This is an optimization exercise on Yosys and OpenROAD, whose aim is small area, not a production implementation.
Where RTL was checked, it was by simulation tests only, not by an equivalence proof against the original.
No activity file was given, so power comes from the tool's default toggle rates.

==> module CO, before the edit <==
module CO(clk, rst, en, I, Q, I_ro, Q_ro);
input clk, rst, en;
input [1:0] I;
input [1:0] Q;
output [13:0] I_ro;
output [13:0] Q_ro;
function [7:0] ADD; input [7:0] x; input [7:0] y; input ci;
  integer i; reg cy;
  begin
    cy = ci;
    for (i = 0; i < 8; i = i + 1) begin
      ADD[i] = x[i] ^ y[i] ^ cy;
      cy = (x[i] & y[i]) | (cy & (x[i] ^ y[i]));
    end
  end
endfunction
function [7:0] CNEG; input [7:0] x; input n;
  integer i; reg any;
  begin
    any = 1'b0;
    for (i = 0; i < 8; i = i + 1) begin
      CNEG[i] = x[i] ^ (n & any);
      any = any | x[i];
    end
  end
endfunction
function [7:0] MUL; input [1:0] k; input [5:0] s;
  MUL = ({8{k[1]}} & {1'b0, s, 1'b0}) | ({8{k[0]}} & {2'b0, s});
endfunction
reg [1:0] q;
reg p;
reg [6:0] xb;                
wire [6:0] x = ~xb;
reg [1:0] It, Qt;
integer j;
reg [6:0] xn;
reg cy;
always @(*) begin
  cy = 1'b1;
  for (j = 0; j < 7; j = j + 1) begin
    xn[j] = x[j] ^ cy;
    cy = cy & (x[j] ^ p);
  end
end
wire w = x[0] & (&(x[6:1] ^ {6{p}}));
always @(posedge clk or posedge rst) begin
  if (rst) begin
    q <= 2'd0;
    p <= 1'b0;
    xb <= 7'd0;
    It <= 2'd0;
    Qt <= 2'd0;
  end else begin
    q <= {q[1] ^ (q[0] & p & w), q[0] ^ (p & w)};
    p <= p ^ w;
    xb <= ~xn;
    It <= I;
    Qt <= Q;
  end
end
wire s = p & ~(|x);
wire [5:0] bt;
wire [4:0] st;
BIGT u_big(.a(x), .y(bt));
SMALLT u_small(.a(x), .y(st));
wire [5:0] A = s ? 6'd28 : bt;
wire [5:0] B = s ? 6'd28 : {1'b0, st};
wire sw = p ^ q[0];
wire cneg = q[1] ^ q[0];
wire sneg = q[1];
wire [1:0] mi = {It[1] & ~It[0], It[0]};    
wire [1:0] mq = {Qt[1] & ~Qt[0], Qt[0]};    
wire ic = It[1] ^ cneg, is = It[1] ^ sneg;   
wire qc = Qt[1] ^ cneg, qs = Qt[1] ^ sneg;   
wire [1:0] ia = sw ? mq : mi;
wire [1:0] ib = sw ? mi : mq;
wire isa = sw ? ~qs : ic;
wire isb = sw ? ic : ~qs;
wire qsa = sw ? is : qc;
wire qsb = sw ? qc : is;
wire [5:0] fi = {isa, isa ^ isb, ib, ia};
wire [5:0] fq = {qsa, qsa ^ qsb, ia, ib};
wire [7:0] wi = ADD(MUL(fi[1:0], A), MUL(fi[3:2], B) ^ {8{fi[4]}}, fi[4]);
wire [7:0] wq = ADD(MUL(fq[1:0], A), MUL(fq[3:2], B) ^ {8{fq[4]}}, fq[4]);
reg [7:0] ir, qr;
reg ineg, qneg;
always @(posedge clk or posedge rst) begin
  if (rst) begin
    ir <= 8'd0;
    qr <= 8'd0;
    ineg <= 1'b0;
    qneg <= 1'b0;
  end else if (en) begin
    ir <= wi;
    qr <= wq;
    ineg <= fi[5];
    qneg <= fq[5];
  end
end
wire [7:0] ri = CNEG(ir, ineg);
wire [7:0] rq = CNEG(qr, qneg);
assign I_ro = {{6{ri[7]}}, ri};
assign Q_ro = {{6{rq[7]}}, rq};
endmodule
clock: 5.0 ns
lec_check: 0
abc_area: 1
cap_margin: 20
core_margin: 2
core_utilization: 40
slew_margin: 20
synth_memory_max_bits: 32768
standard.sh (not shown) runs the stock make flow with config.mk's settings and CLKGATE_MAP_FILE= SYNTH_SCRIPT=/design/flow/synth_recipe.tcl, a recipe that flattens the netlist after the stock synthesis.
==> flow/flow/run.sh <==
#!/bin/bash
# Own layout flow: the standard layout (standard.sh), with these changes:
#  - synthesis maps with an area-only ABC script (flow/abc_area.script) instead of
#    ORFS's, which sizes and buffers for speed; everything else in synthesis is
#    the standard script (synth_recipe.tcl), so the registers are the same;
#  - synthesis extracts no full-adder cells (ADDER_MAP_FILE empty): ABC maps the
#    adders as gates, whose carry chain is faster than the full-adder cell's;
#  - port buffering uses the smallest buffer cell (every port still gets one);
#  - clock tree synthesis takes its arguments from flow/cts_args.txt (no dummy
#    loads, small clock buffers).
# ORFS writes each step's full log under orfs/logs; the make output of each
# standard.sh call goes to flow_synth.log and flow_finish.log here.
set -euo pipefail
W=$PWD
rm -rf "$W/myscripts"
cp -r "$FLOW_HOME/scripts" "$W/myscripts"
cp "$W/flow/abc_area.script" "$W/myscripts/abc_area.script"
export SCRIPTS_DIR="$W/myscripts"
export ADDER_MAP_FILE=
export BUFFER_PORTS_ARGS="-buffer_cell sky130_fd_sc_hd__buf_1"
if [[ -f "$W/flow/cts_args.txt" ]]; then
  CTS_ARGS="$(tr '\n' ' ' < "$W/flow/cts_args.txt")"
  export CTS_ARGS
fi
bash "$W/standard.sh" synth > "$W/flow_synth.log" 2>&1
bash "$W/standard.sh" finish > "$W/flow_finish.log" 2>&1
test -f "$W/out/final.def"
==> flow/flow/abc_area.script <==
strash
dch
amap
topo
strash
dch
amap
topo
==> flow/flow/cts_args.txt <==
-sink_clustering_enable -repair_clock_nets -buf_list sky130_fd_sc_hd__clkbuf_4 -dont_use_dummy_load
Change:
--- a/flow/design.v
+++ b/flow/design.v
@@ -99,28 +99,21 @@
 wire [5:0] fi = {isa, isa ^ isb, ib, ia};
 wire [5:0] fq = {qsa, qsa ^ qsb, ia, ib};
 wire [7:0] wi = ADD(MUL(fi[1:0], A), MUL(fi[3:2], B) ^ {8{fi[4]}}, fi[4]);
 wire [7:0] wq = ADD(MUL(fq[1:0], A), MUL(fq[3:2], B) ^ {8{fq[4]}}, fq[4]);
 reg [7:0] ir, qr;
-reg ineg, qneg;
 always @(posedge clk or posedge rst) begin
   if (rst) begin
     ir <= 8'd0;
     qr <= 8'd0;
-    ineg <= 1'b0;
-    qneg <= 1'b0;
   end else if (en) begin
-    ir <= wi;
-    qr <= wq;
-    ineg <= fi[5];
-    qneg <= fq[5];
+    ir <= CNEG(wi, fi[5]);
+    qr <= CNEG(wq, fq[5]);
   end
 end
-wire [7:0] ri = CNEG(ir, ineg);
-wire [7:0] rq = CNEG(qr, qneg);
-assign I_ro = {{6{ri[7]}}, ri};
-assign Q_ro = {{6{rq[7]}}, rq};
+assign I_ro = {{6{ir[7]}}, ir};
+assign Q_ro = {{6{qr[7]}}, qr};
 endmodule
 module BIGT(a, y);
   input [6:0] a;
   output [5:0] y;
   wire new_n14, new_n15, new_n16, new_n17, new_n18, new_n19, new_n20,
Outcome: The new run produced a clean layout; non-clock buffer count climbs by 10; sequential power drops by a few percent; maximum frequency drops by a few percent; first-iteration DRC count climbs by well over a third; setup slack degrades by 150 ps.

---

CO, a different RTL version from the one above (not shown whole).
For scale: ~510 cells after synthesis, roughly 30 flip-flops, ~35 I/O pins, ~0.0035 sq mm of cells after synthesis.
==> module CO, before the edit <==
module CO(clk, rst, en, I, Q, I_ro, Q_ro);
input clk, rst, en;
input [1:0] I;
input [1:0] Q;
output [13:0] I_ro;
output [13:0] Q_ro;
function [6:0] FRONT;
input [6:0] a;
begin
case (a)
  7'd0: FRONT = 7'd0;
  7'd1: FRONT = 7'd49;
  7'd2: FRONT = 7'd82;
  7'd3: FRONT = 7'd81;
  7'd4: FRONT = 7'd1;
  7'd5: FRONT = 7'd5;
  7'd6: FRONT = 7'd86;
  7'd7: FRONT = 7'd85;
  7'd8: FRONT = 7'd98;
  7'd9: FRONT = 7'd57;
  7'd10: FRONT = 7'd106;
  7'd11: FRONT = 7'd102;
  7'd12: FRONT = 7'd97;
  7'd13: FRONT = 7'd53;
  7'd14: FRONT = 7'd105;
  7'd15: FRONT = 7'd101;
  7'd16: FRONT = 7'd48;
  7'd17: FRONT = 7'd97;
  7'd18: FRONT = 7'd2;
  7'd19: FRONT = 7'd1;
  7'd20: FRONT = 7'd49;
  7'd21: FRONT = 7'd53;
  7'd22: FRONT = 7'd6;
  7'd23: FRONT = 7'd5;
  7'd24: FRONT = 7'd82;
  7'd25: FRONT = 7'd105;
  7'd26: FRONT = 7'd90;
  7'd27: FRONT = 7'd86;
  7'd28: FRONT = 7'd81;
  7'd29: FRONT = 7'd101;
  7'd30: FRONT = 7'd89;
  7'd31: FRONT = 7'd85;
  7'd32: FRONT = 7'd96;
  7'd33: FRONT = 7'd81;
  7'd34: FRONT = 7'd50;
  7'd35: FRONT = 7'd49;
  7'd36: FRONT = 7'd97;
  7'd37: FRONT = 7'd101;
  7'd38: FRONT = 7'd54;
  7'd39: FRONT = 7'd53;
  7'd40: FRONT = 7'd2;
  7'd41: FRONT = 7'd89;
  7'd42: FRONT = 7'd10;
  7'd43: FRONT = 7'd6;
  7'd44: FRONT = 7'd1;
  7'd45: FRONT = 7'd85;
  7'd46: FRONT = 7'd9;
  7'd47: FRONT = 7'd5;
  7'd48: FRONT = 7'd80;
  7'd49: FRONT = 7'd1;
  7'd50: FRONT = 7'd98;
  7'd51: FRONT = 7'd97;
  7'd52: FRONT = 7'd81;
  7'd53: FRONT = 7'd85;
  7'd54: FRONT = 7'd102;
  7'd55: FRONT = 7'd101;
  7'd56: FRONT = 7'd50;
  7'd57: FRONT = 7'd9;
  7'd58: FRONT = 7'd58;
  7'd59: FRONT = 7'd54;
  7'd60: FRONT = 7'd49;
  7'd61: FRONT = 7'd5;
  7'd62: FRONT = 7'd57;
  7'd63: FRONT = 7'd53;
  7'd64: FRONT = 7'd16;
  7'd65: FRONT = 7'd33;
  7'd66: FRONT = 7'd66;
  7'd67: FRONT = 7'd65;
  7'd68: FRONT = 7'd17;
  7'd69: FRONT = 7'd37;
  7'd70: FRONT = 7'd25;
  7'd71: FRONT = 7'd21;
  7'd72: FRONT = 7'd114;
  7'd73: FRONT = 7'd118;
  7'd74: FRONT = 7'd74;
  7'd75: FRONT = 7'd73;
  7'd76: FRONT = 7'd113;
  7'd77: FRONT = 7'd117;
  7'd78: FRONT = 7'd70;
  7'd79: FRONT = 7'd69;
  7'd80: FRONT = 7'd32;
  7'd81: FRONT = 7'd113;
  7'd82: FRONT = 7'd18;
  7'd83: FRONT = 7'd17;
  7'd84: FRONT = 7'd33;
  7'd85: FRONT = 7'd117;
  7'd86: FRONT = 7'd41;
  7'd87: FRONT = 7'd37;
  7'd88: FRONT = 7'd66;
  7'd89: FRONT = 7'd70;
  7'd90: FRONT = 7'd26;
  7'd91: FRONT = 7'd25;
  7'd92: FRONT = 7'd65;
  7'd93: FRONT = 7'd69;
  7'd94: FRONT = 7'd22;
  7'd95: FRONT = 7'd21;
  7'd96: FRONT = 7'd112;
  7'd97: FRONT = 7'd65;
  7'd98: FRONT = 7'd34;
  7'd99: FRONT = 7'd33;
  7'd100: FRONT = 7'd113;
  7'd101: FRONT = 7'd69;
  7'd102: FRONT = 7'd121;
  7'd103: FRONT = 7'd117;
  7'd104: FRONT = 7'd18;
  7'd105: FRONT = 7'd22;
  7'd106: FRONT = 7'd42;
  7'd107: FRONT = 7'd41;
  7'd108: FRONT = 7'd17;
  7'd109: FRONT = 7'd21;
  7'd110: FRONT = 7'd38;
  7'd111: FRONT = 7'd37;
  7'd112: FRONT = 7'd64;
  7'd113: FRONT = 7'd17;
  7'd114: FRONT = 7'd114;
  7'd115: FRONT = 7'd113;
  7'd116: FRONT = 7'd65;
  7'd117: FRONT = 7'd21;
  7'd118: FRONT = 7'd73;
  7'd119: FRONT = 7'd69;
  7'd120: FRONT = 7'd34;
  7'd121: FRONT = 7'd38;
  7'd122: FRONT = 7'd122;
  7'd123: FRONT = 7'd121;
  7'd124: FRONT = 7'd33;
  7'd125: FRONT = 7'd37;
  7'd126: FRONT = 7'd118;
  7'd127: FRONT = 7'd117;
  default: FRONT = 7'd0;
endcase
end
endfunction
function [7:0] CNEG; input [7:0] v; input n; CNEG = n ? (~v + 8'd1) : v; endfunction
reg [9:0] m;
reg [1:0] It, Qt;
always @(posedge clk or posedge rst) begin
  if (rst) begin
    m <= 10'd127;
    It <= 2'd0;
    Qt <= 2'd0;
  end else begin
    m <= m + 10'd1;
    It <= I;
    Qt <= Q;
  end
end
wire p = m[7];
wire [6:0] u = m[6:0];
wire [6:0] xf = p ? (~u + 7'd1) : u;
wire sf = p & (u == 7'd0);
wire [6:0] fr = FRONT({p, m[9:8], It, Qt});
wire [1:0] a = fr[1:0], b = fr[3:2];
wire selI = fr[4], nI = fr[5], nQ = fr[6];
wire [6:0] tx = xf;
wire ts = sf;
wire [5:0] bt;
wire [4:0] st;
BIGT u_big(.a(tx), .y(bt));
SMALLT u_small(.a(tx), .y(st));
wire [5:0] TA = ts ? 6'd28 : bt;
wire [4:0] TB = ts ? 5'd28 : st;
wire [5:0] A = TA;
wire [4:0] B = TB;
wire [6:0] A2 = {1'b0, A};
wire [6:0] B2 = {2'b0, B};
wire [7:0] aA = a[1] ? {A2[6:0],1'b0} : a[0] ? {1'b0,A2} : 8'd0;
wire [7:0] bB = b[1] ? {B2[6:0],1'b0} : b[0] ? {1'b0,B2} : 8'd0;
wire [7:0] aB = a[1] ? {B2[6:0],1'b0} : a[0] ? {1'b0,B2} : 8'd0;
wire [7:0] bA = b[1] ? {A2[6:0],1'b0} : b[0] ? {1'b0,A2} : 8'd0;
wire [7:0] X = aA - bB;
wire [7:0] Y = aB + bA;
wire [7:0] ri = CNEG(selI ? Y : X, nI);
wire [7:0] rq = CNEG(selI ? X : Y, nQ);
reg [7:0] ir, qr;
always @(posedge clk or posedge rst) begin
  if (rst) begin
    ir <= 8'd0; qr <= 8'd0;
  end else if (en) begin
    ir <= ri; qr <= rq;
  end
end
assign I_ro = {{6{ir[7]}}, ir};
assign Q_ro = {{6{qr[7]}}, qr};
endmodule
==> flow/config.mk <==
export PLATFORM = sky130hd
export DESIGN_NAME = CO
export DESIGN_NICKNAME = CO
export VERILOG_FILES = /design/flow/design.v
export SDC_FILE = /design/flow/constraint.sdc
export NUM_CORES = 4
export LEC_CHECK = 0
export ABC_AREA = 1
export CAP_MARGIN = 20
export CORE_MARGIN = 2
export CORE_UTILIZATION = 40
export SLEW_MARGIN = 20
export SYNTH_MEMORY_MAX_BITS = 32768
==> flow/constraint.sdc <==
create_clock -name core_clock -period 5.0 [get_ports {clk}]
set_input_delay 1.0000 -clock core_clock [delete_from_list [all_inputs] [get_ports {clk}]]
set_output_delay 1.0000 -clock core_clock [all_outputs]
set_load 0.01 [all_outputs]
run.sh (not shown) runs the stock make flow with config.mk's settings and CLKGATE_MAP_FILE= SYNTH_SCRIPT=/design/flow/synth_recipe.tcl, a recipe that flattens the netlist after the stock synthesis.
Stock flow here: none of the scripts above is used.
Then changed:
--- a/flow/design.v
+++ b/flow/design.v
@@ -176,12 +176,21 @@
 wire [6:0] u = m[6:0];
 wire [6:0] xf = p ? (~u + 7'd1) : u;
 wire sf = p & (u == 7'd0);
 wire [6:0] fr = FRONT({p, m[9:8], It, Qt});
-wire [1:0] a = fr[1:0], b = fr[3:2];
-wire selI = fr[4], nI = fr[5], nQ = fr[6];
-wire [6:0] tx = xf;
-wire ts = sf;
+reg [6:0] hf, hx;
+reg hs;
+always @(posedge clk or posedge rst) begin
+  if (rst) begin
+    hf <= 7'd0; hx <= 7'd0; hs <= 1'b0;
+  end else if (en) begin
+    hf <= fr; hx <= xf; hs <= sf;
+  end
+end
+wire [1:0] a = hf[1:0], b = hf[3:2];
+wire selI = hf[4], nI = hf[5], nQ = hf[6];
+wire [6:0] tx = hx;
+wire ts = hs;
 wire [5:0] bt;
 wire [4:0] st;
 BIGT u_big(.a(tx), .y(bt));
 SMALLT u_small(.a(tx), .y(st));
@@ -198,18 +207,10 @@
 wire [7:0] X = aA - bB;
 wire [7:0] Y = aB + bA;
 wire [7:0] ri = CNEG(selI ? Y : X, nI);
 wire [7:0] rq = CNEG(selI ? X : Y, nQ);
-reg [7:0] ir, qr;
-always @(posedge clk or posedge rst) begin
-  if (rst) begin
-    ir <= 8'd0; qr <= 8'd0;
-  end else if (en) begin
-    ir <= ri; qr <= rq;
-  end
-end
-assign I_ro = {{6{ir[7]}}, ir};
-assign Q_ro = {{6{qr[7]}}, qr};
+assign I_ro = {{6{ri[7]}}, ri};
+assign Q_ro = {{6{rq[7]}}, rq};
 endmodule
 module BIGT(a, y);
   input [6:0] a;
   output [5:0] y;
Effect:
- The new run completed, yet does not pass: setup timing
- worst setup slack gets worse by 0.58 ns
- critical path depth increases by 6
- register-to-register slack gets better by 2.9 ns
- hold slack gets better by 0.050 ns
- total power increases by 37%
- fmax decreases by 11%
- die area decreases by 4.1%
- synthesized area decreases by 4.2%
- routed wire length increases by 6.4%
- synthesized cell count decreases by 6.9%
- sequential power decreases by 13%
- design area increases by 13%
- via count increases by 6.7%
No run of this note included a check of the RTL's function; only the layout flow was run.

==> what the ideal ports hide <==
The flow's constraints put no driver on any port. The routed layouts listed below were extracted and timed again, unchanged, in two steps.
Step 1: set_driving_cell puts a clkbuf_16 on clk and a buf_2 on each other input, an assumption about the parent block.
Step 2 adds t to the input delays and takes it off the output delays; t is the mean of the earliest and latest rising clock arrival at the registers after step 1. Input paths then give back, and output paths get back, about the clock's delay inside the block.
Three values: ideal, step 1, step 2; two values: the first two.
| run | t, ns | setup slack, ns | latest minus earliest clock arrival (ns) | slew at the worst register clock pin (ns) | worst data-port slew with drivers (ns) |
|---|---|---|---|---|---|
| the first run of note 1 | 0.350 | 0.621 / 0.621 / 0.621 | 0.015 / 0.016 | 0.10 / 0.10 | 0.03 |
| the second run of note 1 | 0.345 | 0.469 / 0.469 / 0.469 | 0.010 / 0.010 | 0.09 / 0.09 | 0.03 |
| the first run of note 2 | 0.310 | 0.283 / 0.283 / 0.283 | 0.007 / 0.006 | 0.07 / 0.07 | 0.03 |
| the second run of note 2 | 0.302 | -0.301 / -0.327 / -0.025 | 0.005 / 0.006 | 0.06 / 0.06 | 0.03 |
